This design comes from an exercise in tuning for small area, a short achievable clock period and few clock cycles per item on the open sky130 flow, not from production work. The RTL of this run was laid out without a check of its function. The flow treats the clock pin as an ideal source. Dropping or thinning the clock tree relies on that and would not hold on a real chip. No activity file was given, so power comes from the tool's default toggle rates.

===== flow/config.mk =====
export PLATFORM = sky130hd
export DESIGN_NAME = bin2bcd
export DESIGN_NICKNAME = bin2bcd
export VERILOG_FILES = /design/flow/design.v
export SDC_FILE = /design/flow/constraint.sdc
export NUM_CORES = 4
export LEC_CHECK = 0
export CAP_MARGIN = 20
export CORE_AREA = 2.3 2.72 59.8 59.84
export DIE_AREA = 0 0 62 62
export SLEW_MARGIN = 20

===== flow/constraint.sdc =====
create_clock -name core_clock -period 5.0 [get_ports {clk}]
set_input_delay 1.0000 -clock core_clock [delete_from_list [all_inputs] [get_ports {clk}]]
set_output_delay 1.0000 -clock core_clock [all_outputs]
set_load 0.01 [all_outputs]

===== flow/design.v =====
`timescale 1ns / 1ps
module bin2bcd(
    input clk,
    input reset,
    input start,               
    input [11:0] bin_in,       
    output reg [15:0] bcd_out,  
    output reg done             
);
    wire [11:0] x = bin_in;
    wire [13:0] s;          
    wire i_27, i_28, i_29, i_30, i_31, i_32, i_33, i_34, i_35, i_36, i_37, i_38, i_39, i_40, i_41, i_42, i_43, i_44, i_45, i_46, i_47, i_48, i_49, i_50, i_51, i_52, i_53, i_54, i_55, i_56, i_57, i_58, i_59, i_60, i_61, i_62, i_63, i_64, i_65, i_66, i_67, i_68, i_69, i_70, i_71, i_72, i_73, i_74, i_75, i_76, i_77, i_78, i_79, i_80, i_81, i_82, i_83, i_84, i_85, i_86, i_87, i_89, i_90, i_92, i_93, i_94, i_96, i_97, i_99, i_100, i_101, i_102, i_103, i_104, i_105, i_106, i_107, i_108, i_109, i_110, i_112, i_113, i_114, i_115, i_116, i_117, i_118, i_119, i_121, i_122, i_124, i_125, i_126, i_128, i_129, i_131;
    assign i_27 = ~x[9]& x[11];
    assign i_28 = ~x[10]& i_27;
    assign i_29 = x[8]& i_28;
    assign i_30 = ~x[9]& ~x[10];
    assign i_31 = x[9]& ~x[11];
    assign i_32 = ~i_27 & ~i_31;
    assign i_33 = ~i_30 & ~i_32;
    assign i_34 = x[10]& ~i_27;
    assign i_35 = ~x[8]& i_34;
    assign i_36 = ~i_33 & i_35;
    assign i_37 = ~i_29 & ~i_36;
    assign i_38 = x[7]& ~i_37;
    assign i_39 = ~x[8]& ~i_31;
    assign i_40 = i_34 & ~i_39;
    assign i_41 = ~i_28 & ~i_40;
    assign i_42 = x[8]& i_41;
    assign i_43 = ~x[8]& ~i_41;
    assign i_44 = ~i_42 & ~i_43;
    assign i_45 = i_33 & ~i_35;
    assign i_46 = ~x[8]& i_28;
    assign i_47 = ~i_45 & ~i_46;
    assign i_48 = ~x[7]& ~i_47;
    assign i_49 = i_44 & i_48;
    assign i_50 = ~i_38 & ~i_49;
    assign i_51 = x[6]& ~i_50;
    assign i_52 = ~x[7]& i_44;
    assign i_53 = ~i_47 & ~i_52;
    assign i_54 = i_37 & ~i_53;
    assign i_55 = ~x[7]& ~i_54;
    assign i_56 = x[7]& i_54;
    assign i_57 = ~i_55 & ~i_56;
    assign i_58 = ~i_44 & ~i_48;
    assign i_59 = ~x[7]& ~i_37;
    assign i_60 = ~i_58 & ~i_59;
    assign i_61 = ~x[6]& ~i_60;
    assign i_62 = i_57 & i_61;
    assign i_63 = ~i_51 & ~i_62;
    assign i_64 = ~x[5]& ~i_63;
    assign i_65 = ~i_57 & ~i_61;
    assign i_66 = ~x[6]& ~i_50;
    assign i_67 = ~i_65 & ~i_66;
    assign i_68 = ~x[5]& ~i_67;
    assign i_69 = ~x[6]& i_57;
    assign i_70 = ~i_60 & ~i_69;
    assign i_71 = i_50 & ~i_70;
    assign i_72 = ~x[6]& ~i_71;
    assign i_73 = x[6]& i_71;
    assign i_74 = ~i_72 & ~i_73;
    assign i_75 = ~i_68 & ~i_74;
    assign i_76 = ~i_64 & ~i_75;
    assign i_77 = ~x[5]& i_74;
    assign i_78 = ~i_67 & ~i_77;
    assign i_79 = i_63 & ~i_78;
    assign i_80 = ~x[5]& ~i_79;
    assign i_81 = x[5]& i_79;
    assign i_82 = ~i_80 & ~i_81;
    assign i_83 = ~x[4]& i_82;
    assign i_84 = ~i_76 & ~i_83;
    assign i_85 = x[5]& ~i_63;
    assign i_86 = i_68 & i_74;
    assign i_87 = ~i_85 & ~i_86;
    assign s[7]= i_84 | ~i_87;
    assign i_89 = x[4]& s[7];
    assign i_90 = ~x[4]& ~s[7];
    assign s[4]= ~i_89 & ~i_90;
    assign i_92 = ~x[4]& ~i_87;
    assign i_93 = ~x[4]& ~i_76;
    assign i_94 = ~i_82 & ~i_93;
    assign s[5]= i_92 | i_94;
    assign i_96 = x[4]& ~i_87;
    assign i_97 = i_82 & i_93;
    assign s[6]= i_96 | i_97;
    assign i_99 = x[11]& ~i_30;
    assign i_100 = ~i_54 & ~i_99;
    assign i_101 = ~i_41 & i_71;
    assign i_102 = i_100 & ~i_101;
    assign i_103 = i_54 & i_99;
    assign i_104 = i_41 & ~i_71;
    assign i_105 = i_103 & ~i_104;
    assign i_106 = ~i_102 & ~i_105;
    assign i_107 = ~i_41 & ~i_103;
    assign i_108 = i_71 & ~i_100;
    assign i_109 = i_107 & ~i_108;
    assign i_110 = i_41 & i_103;
    assign s[12]= i_109 | i_110;
    assign i_112 = i_71 & s[12];
    assign i_113 = ~i_71 & ~s[12];
    assign i_114 = ~i_112 & ~i_113;
    assign i_115 = i_79 & i_114;
    assign i_116 = ~i_106 & ~i_115;
    assign i_117 = i_107 & i_108;
    assign i_118 = ~i_71 & i_110;
    assign i_119 = ~i_117 & ~i_118;
    assign s[11]= i_116 | ~i_119;
    assign i_121 = i_79 & s[11];
    assign i_122 = ~i_79 & ~s[11];
    assign s[8]= i_121 | i_122;
    assign i_124 = i_79 & ~i_119;
    assign i_125 = i_79 & ~i_106;
    assign i_126 = ~i_114 & ~i_125;
    assign s[9]= i_124 | i_126;
    assign i_128 = ~i_79 & ~i_119;
    assign i_129 = i_114 & i_125;
    assign s[10]= i_128 | i_129;
    assign i_131 = i_41 & i_54;
    assign s[13]= i_99 & ~i_131;
    assign s[0]= x[0];
    assign s[1]= x[1];
    assign s[2]= x[2];
    assign s[3]= x[3];
    reg [13:0] s_q;
    always @(posedge clk)
        s_q <= s;
    always @(posedge clk or posedge reset)
    begin
        if (reset)
            done <= 1'b0;
        else
            done <= start;
    end
    wire [13:0] y = s_q;
    wire [15:0] o;
    wire o_32, o_33, o_34, o_35, o_36, o_37, o_38, o_39, o_40, o_41, o_42, o_43, o_44, o_45, o_46, o_47, o_48, o_49, o_50, o_51, o_52, o_53, o_54, o_55, o_56, o_57, o_58, o_60, o_61, o_63, o_64, o_66, o_68, o_69, o_70, o_71, o_72, o_73, o_74, o_75, o_76, o_77, o_78, o_79, o_80, o_81, o_82, o_83, o_84, o_85, o_86, o_87, o_88, o_89, o_90, o_91, o_92, o_93, o_94, o_96, o_97, o_99, o_100, o_102, o_104, o_105, o_106, o_107, o_108, o_109, o_110, o_111, o_112, o_113, o_114, o_115, o_116, o_118, o_119, o_120, o_121, o_122, o_124, o_125, o_127, o_128, o_130;
    assign o_32 = ~y[3]& y[5];
    assign o_33 = y[4]& ~o_32;
    assign o_34 = ~y[3]& y[6];
    assign o_35 = ~o_33 & ~o_34;
    assign o_36 = ~y[2]& ~o_35;
    assign o_37 = ~y[4]& o_32;
    assign o_38 = y[5]& ~o_37;
    assign o_39 = ~y[6]& ~o_38;
    assign o_40 = ~y[3]& ~o_39;
    assign o_41 = y[3]& o_39;
    assign o_42 = ~o_40 & ~o_41;
    assign o_43 = o_36 & o_42;
    assign o_44 = y[3]& y[6];
    assign o_45 = ~o_37 & ~o_44;
    assign o_46 = y[2]& ~o_45;
    assign o_47 = ~o_43 & ~o_46;
    assign o_48 = ~o_36 & ~o_42;
    assign o_49 = ~y[2]& ~o_45;
    assign o_50 = ~o_48 & ~o_49;
    assign o_51 = ~y[1]& ~o_50;
    assign o_52 = ~o_35 & ~o_43;
    assign o_53 = o_45 & ~o_52;
    assign o_54 = ~y[2]& ~o_53;
    assign o_55 = y[2]& o_53;
    assign o_56 = ~o_54 & ~o_55;
    assign o_57 = o_51 & o_56;
    assign o_58 = ~o_50 & ~o_57;
    assign o[4]= ~o_47 | o_58;
    assign o_60 = ~y[1]& o[4];
    assign o_61 = y[1]& ~o[4];
    assign o[1]= o_60 | o_61;
    assign o_63 = ~o_51 & ~o_56;
    assign o_64 = ~y[1]& ~o_47;
    assign o[2]= o_63 | o_64;
    assign o_66 = y[1]& ~o_47;
    assign o[3]= o_57 | o_66;
    assign o_68 = ~y[7]& y[9];
    assign o_69 = y[8]& ~o_68;
    assign o_70 = ~y[7]& y[10];
    assign o_71 = ~o_69 & ~o_70;
    assign o_72 = o_39 & ~o_71;
    assign o_73 = ~y[8]& o_68;
    assign o_74 = y[9]& ~o_73;
    assign o_75 = ~y[10]& ~o_74;
    assign o_76 = ~y[7]& ~o_75;
    assign o_77 = y[7]& o_75;
    assign o_78 = ~o_76 & ~o_77;
    assign o_79 = o_72 & o_78;
    assign o_80 = y[7]& y[10];
    assign o_81 = ~o_73 & ~o_80;
    assign o_82 = ~o_39 & ~o_81;
    assign o_83 = ~o_79 & ~o_82;
    assign o_84 = ~o_72 & ~o_78;
    assign o_85 = o_39 & ~o_81;
    assign o_86 = ~o_84 & ~o_85;
    assign o_87 = o_53 & ~o_86;
    assign o_88 = ~o_71 & ~o_79;
    assign o_89 = o_81 & ~o_88;
    assign o_90 = o_39 & ~o_89;
    assign o_91 = ~o_39 & o_89;
    assign o_92 = ~o_90 & ~o_91;
    assign o_93 = o_87 & o_92;
    assign o_94 = ~o_86 & ~o_93;
    assign o[8]= ~o_83 | o_94;
    assign o_96 = o_53 & o[8];
    assign o_97 = ~o_53 & ~o[8];
    assign o[5]= o_96 | o_97;
    assign o_99 = o_53 & ~o_83;
    assign o_100 = ~o_87 & ~o_92;
    assign o[6]= o_99 | o_100;
    assign o_102 = ~o_53 & ~o_83;
    assign o[7]= o_93 | o_102;
    assign o_104 = y[11]& ~y[13];
    assign o_105 = ~y[11]& y[13];
    assign o_106 = y[12]& ~o_105;
    assign o_107 = o_75 & o_106;
    assign o_108 = ~o_104 & o_107;
    assign o_109 = ~y[12]& o_105;
    assign o_110 = ~o_75 & o_109;
    assign o_111 = ~o_108 & ~o_110;
    assign o_112 = o_105 & ~o_110;
    assign o_113 = ~o_104 & ~o_112;
    assign o_114 = ~o_107 & ~o_113;
    assign o_115 = o_89 & o_114;
    assign o_116 = o_106 & ~o_108;
    assign o[13]= o_109 | o_116;
    assign o_118 = o_75 & o[13];
    assign o_119 = ~o_75 & ~o[13];
    assign o_120 = ~o_118 & ~o_119;
    assign o_121 = o_115 & o_120;
    assign o_122 = o_114 & ~o_121;
    assign o[12]= ~o_111 | o_122;
    assign o_124 = o_89 & o[12];
    assign o_125 = ~o_89 & ~o[12];
    assign o[9]= o_124 | o_125;
    assign o_127 = ~o_115 & ~o_120;
    assign o_128 = o_89 & ~o_111;
    assign o[10]= o_127 | o_128;
    assign o_130 = ~o_89 & ~o_111;
    assign o[11]= o_121 | o_130;
    assign o[14]= y[13]& ~o_109;
    assign o[15]= 1'b0;
    assign o[0]= y[0];
    always @(*)
        bcd_out = o;
endmodule

===== flow/flow/run.sh =====
#!/bin/bash
# Own flow: the standard layout (standard.sh), with these changes:
#  - synthesis maps the logic with its own ABC scripts: flow/abc_in.script for
#    the logic before the registers, flow/abc_out.script for the logic after
#    them (flow/my_synth.tcl); Yosys does not extract half/full adders
#    (ADDER_MAP_FILE empty); everything else in synthesis is the standard
#    script (synth_recipe.tcl);
#  - ports are buffered with sky130_fd_sc_hd__buf_1 instead of the default buffer;
#  - after CTS, the clock tree is flattened to one buffer that drives all the
#    flip-flops (flow/flat_cts.tcl): the design has only 15 of them.
# Each tool's output goes to a log file of its own in the work folder.
set -euo pipefail
W=$(pwd)
F=$W/flow
R=$W/orfs/results/$FLOW_PLATFORM/bin2bcd/base
export MY_ABC_IN=$F/abc_in.script
export MY_ABC_OUT=$F/abc_out.script
export FLOW_SYNTH_TCL=$W/synth_recipe.tcl
make -C "$FLOW_HOME" DESIGN_CONFIG="$W/config.mk" WORK_HOME="$W/orfs" CLKGATE_MAP_FILE= \
  SYNTH_SCRIPT="$F/my_synth.tcl" ADDER_MAP_FILE= synth > "$W/synth.log" 2>&1
export BUFFER_PORTS_ARGS="-buffer_cell sky130_fd_sc_hd__buf_1"
bash standard.sh cts > "$W/layout_to_cts.log" 2>&1
CTS_ODB=$R/4_cts.odb CLK_NET=clk ROOT_BUF=sky130_fd_sc_hd__clkbuf_8 openroad -no_init -exit "$F/flat_cts.tcl" > "$W/flat_cts.log" 2>&1
bash standard.sh > "$W/layout.log" 2>&1

===== flow/flow/abc_in.script =====
strash
dch
map -D 2000
topo
stime -c

===== flow/flow/abc_out.script =====
strash
dch
map -D 1750
topo
stime -c

===== flow/flow/flat_cts.tcl =====
# Flatten the clock tree that CTS built into a single buffer: every clock sink
# is driven by the root clock buffer (the one the clock port drives); the
# other clock buffers and CTS's dummy clock loads are removed. Then the
# placement is legalised again.
read_db $::env(CTS_ODB)
set block [ord::get_db_block]
set clk [$block findNet $::env(CLK_NET)]
set root ""
foreach it [$clk getITerms] {
  if {[$it isInputSignal] || [[$it getMTerm] getSigType] eq "CLOCK" || [$it getIoType] eq "INPUT"} { set root [$it getInst] }
}
if {$root eq ""} { error "no root clock buffer" }
set rootnet ""
foreach it [$root getITerms] {
  if {[$it getIoType] eq "OUTPUT"} { set rootnet [$it getNet] }
}
puts "root buffer [$root getName] ([[$root getMaster] getName]) drives [$rootnet getName]"
set removed 0
set again 1
while {$again} {
  set again 0
  foreach it [$rootnet getITerms] {
    set inst [$it getInst]
    if {$inst eq $root} { continue }
    set m [[$inst getMaster] getName]
    if {![string match "sky130_fd_sc_hd__clkbuf_*" $m] && ![string match "sky130_fd_sc_hd__clkinv*" $m] && ![string match "sky130_fd_sc_hd__buf_*" $m] && ![string match "sky130_fd_sc_hd__inv*" $m]} { continue }
    # a buffer in the tree: move its sinks to the root net
    set out ""
    foreach jt [$inst getITerms] { if {[$jt getIoType] eq "OUTPUT"} { set out [$jt getNet] } }
    if {$out ne "" && $out ne "NULL"} {
      foreach jt [$out getITerms] {
        if {[$jt getInst] eq $inst} { continue }
        $jt disconnect
        $jt connect $rootnet
      }
      odb::dbNet_destroy $out
    }
    puts "removed [$inst getName] ($m)"
    odb::dbInst_destroy $inst
    incr removed
    set again 1
    break
  }
}
if {[info exists ::env(ROOT_BUF)]} {
  set master [[ord::get_db] findMaster $::env(ROOT_BUF)]
  $root swapMaster $master
  puts "root buffer is now $::env(ROOT_BUF)"
}
set n 0
foreach it [$rootnet getITerms] { incr n }
puts "removed $removed clock tree cells; root net has $n pins"
detailed_placement
check_placement
write_db $::env(CTS_ODB)

===== flow/flow/my_synth.tcl =====
# The standard synthesis script (synth_recipe.tcl), with only ABC's mapping
# scripts replaced. The logic in the input cone of the output ports (after the
# registers) is mapped with MY_ABC_OUT, the rest (before the registers) with
# MY_ABC_IN. Yosys's -import skips commands that already exist, so this abc
# wrapper is the one synth.tcl calls.
proc abc {args} {
  set i [lsearch -exact $args -script]
  set a_out $args
  set a_in $args
  if {$i >= 0} {
    lset a_out [expr {$i + 1}] $::env(MY_ABC_OUT)
    lset a_in [expr {$i + 1}] $::env(MY_ABC_IN)
  }
  yosys select -set my_out_cone o:* %cie*
  yosys abc {*}$a_out @my_out_cone
  yosys select -clear
  yosys abc {*}$a_in
}
source $::env(FLOW_SYNTH_TCL)

===== flow/standard.sh =====
#!/bin/bash
# synth_recipe.tcl (not shown) runs the flow's synth.tcl, then flattens the netlist and writes it again
# the make line also repeats each setting of config.mk as NAME=value (left out here)
make -C /OpenROAD-flow-scripts/flow DESIGN_CONFIG=/design/flow/config.mk WORK_HOME=/design/flow/orfs CLKGATE_MAP_FILE= SYNTH_SCRIPT=/design/flow/synth_recipe.tcl "${@:-finish}"

==> reports/results.ini <==
[sta]
period_share=0.7796
fin_crit_ns=3.898
setup-tns-final_ns=0
finalSetupViolCount=0
drv_slew=0
max_slew_margin=0.6132
grt_setup_unrepaired=false
fmax_ghz=0.2565
hold_viol_final=0
tightest_slew_ns=0.5751

[clocking]
ctsResizeCount=0
path_clk_slew_ns=0.08
cts_sinks=15
post-cts-setup-buffer-count=0
hold_buffers=0

[die]
die_h_um=62
die-area_mm2=0.003844
initial_core_util=0.3497
io_pins=32
core_mm2=0.003284
rows=21
die_w_um=62

[yosys]
synth_area_leader_cell=dfxtp_1
synthDominantCellAreaShare=0.2440
synth_fa_ha_area_frac=0
yosysSeqAreaShare=0.2658
synth_nets=203
synth.area.top_cells=dfxtp_1 (24%), clkinv_1 (14%), nand2_1 (12%)
ys_types=21
synth_mux_area_frac=0
synth_compound_area_frac=0.2505
synth_top_family_by_area=compound AO/OA/AOI/OAI gates
synthSimpleGateAreaFrac=0.2277
synthCells=188
synth.yosys.warnings=1
syn-cell-area_mm2=0.001149
avgSynthCellArea_um2=6.110
ys_seq_elements=15
synth_xor_area_frac=0.09913

[grt]
antenna_found_initial=0
overflow=0
grt_pass1_vias=837
grt_pass1_wl_um=2973
track_usage=0.1102
grt_start_max_net_pins=16

[cells_and_area]
layout_common_cells=clkinv_1 (43), nand2_1 (37), buf_1 (30), nor2_1 (19), o21ai_0 (17)
nets=234
fillerInstances=370
synthToLayoutAreaGrowth_pct=14.71
final_cells=263
num_antenna_cells=0
final_common_cell=clkinv_1
layout-drive-gt1-share=0.01843

[critical_path]
critPathRequiredTime_ns=5.05
critPathTopFamily=compound AO/OA/AOI/OAI gates
crit_path_start_kind=input pin
startpoint=bin_in[9]
path_common_cell=nand2_1
arrival_ns=3.95
critPathKind=input pin to flip-flop
end_kind=flip-flop
worst_path_max_delay_cell=a21boi_0
worst-path-buf-inv=2
crit_chain=buf_1 -> clkinv_1 -> nand2_1 -> nand2_1 -> o22ai_1 -> xor2_1 -> o21ai_0 -> nand2_1 -> xor2_1 -> a22oi_1 -> a21boi_0 -> xor2_1 -> o21ai_0 -> nand2_1 -> nand2_1 -> nand2_1
slowest_delay_ns=0.53
path_max_fanout=6

[route]
vias=1161
routedWlPerCell_um=7.042
final_antenna_net_count=0
wl_met2_um=840
first_pass_iters=4
top_layer_used=met4
wl_met3_um=82
drt-initial-drc-count=41
wl_met1_um=902
drc_errors=0
drt_wl_total_um=1852
vias_per_cell=4.414

[power]
ir_worst_vdd_v=0.0001480
comb_power_share=0.683
sequentialPowerShare=0.247
p_int_uw=320.2
p_per_area_mw_per_mm2=485.7
clkPwrFrac=0.069
swShare=0.4997
p_leak_nw=0.5282
power.switching_uw=319.7

[placed_design]
portBuffers=30
place_inst=262
gp_congestion=0.7911
dp_hpwl_um=1644

[status]
status=complete, no violations

[run]
cap_violations=0

[hold_path]
hold_path_class=input pin to async pin

## area by class of cell
class                           instances  area (um2)  area share
Multi-Input combinational cell        128       666.9      0.5062
Sequential cell                        15       305.3      0.2317
Inverter                               43       161.4      0.1225
Timing Repair Buffer                   30       112.6     0.08547
Tap cell                               46       57.56     0.04368
Clock buffer                            1       13.76     0.01045
## synthesized netlist by cell type
cell type	instances
clkinv_1	43
nand2_1	37
nor2_1	19
o21ai_0	17
dfxtp_1	14
o22ai_1	13
xor2_1	13
a21oi_1	9
nand3_1	5
a22oi_1	3
o21bai_1	3
and2_2	2
buf_4	2
a21boi_0	1
a31oi_1	1
conb_1	1
dfrtp_1	1
nor3_1	1
o211a_1	1
o21a_1	1
or2_2	1
## metrics by stage
step	utilization	total power, mW	hold slack [ns]	setup slack (ns)	instance area (um2)
floorplan	-	0.4966	0.7228	1.447	1149
global placement	0.3970	0.5997	0.8052	1.039	1304
detailed placement	0.3970	0.6010	0.8095	0.9056	1304
CTS	0.4053	0.6670	0.4979	1.212	1331
global route	0.4011	0.7264	0.6500	0.4867	1318
finish	0.4011	0.6399	0.6419	1.102	1318
## per-layer routing
layer	global-route usage	up-vias
li1	-	662
met1	0.1369	471
met2	0.1964	26
met3	0.01242	2
met4	0.03647	0
met5	0	-
## power groups by stage
stage                     clock, mW  sequential (mW)  combinational [mW]
after floorplan                   0            0.160               0.337
after CTS                    0.0679            0.158               0.441
after global routing         0.0515            0.162               0.513
after global placement            0            0.161               0.438
after detailed placement          0            0.161               0.440
final                        0.0443            0.158               0.437
## cell families (layout without fill, tap and decap cells)
family                 Yosys count  after routing
flip-flops                      15             15
other                            1              1
buffers and inverters           45             74
AND/OR/NAND/NOR                 65             65
XOR/XNOR                        13             13
AO/OA/AOI/OAI                   49             49
## flip-flops by register name, summed over array words and instances (netlist names)
register,flops
s_q,14
done,1
## worst paths after layout
check | cells after the start | slack (ns) | end
setup / recovery | 16 | 1.10 | s_q[4]
hold / removal | 2 | 0.64 | done
max in group asynchronous | 2 | 4.28 | done
min in group core_clock | 1 | 0.94 | s_q[3]

re-timing with driven ports:
How much do the figures lean on ideal ports? The routed layout below was timed once more, with nothing changed but the port constraints. Step 1: set_driving_cell puts a clkbuf_16 on clk and a buf_2 on each other input, an assumption about the parent block. Step 2 times the ports against the registers' clock, not the clock port: input delays grow and output delays shrink by t, the midpoint of the rising clock arrivals with the driver on. Slacks: no drivers / after step 1 / after step 2; pairs: no drivers / after step 1.
shift t [ns]: 0.165
slack for setup (ns): 1.102 / 1.103 / 0.939
worst setup path after step 2: input to register
After both steps setup and hold are still met in this run. The setup slack of this run moves by +0.001 ns with the drivers and by -0.163 ns with both steps.
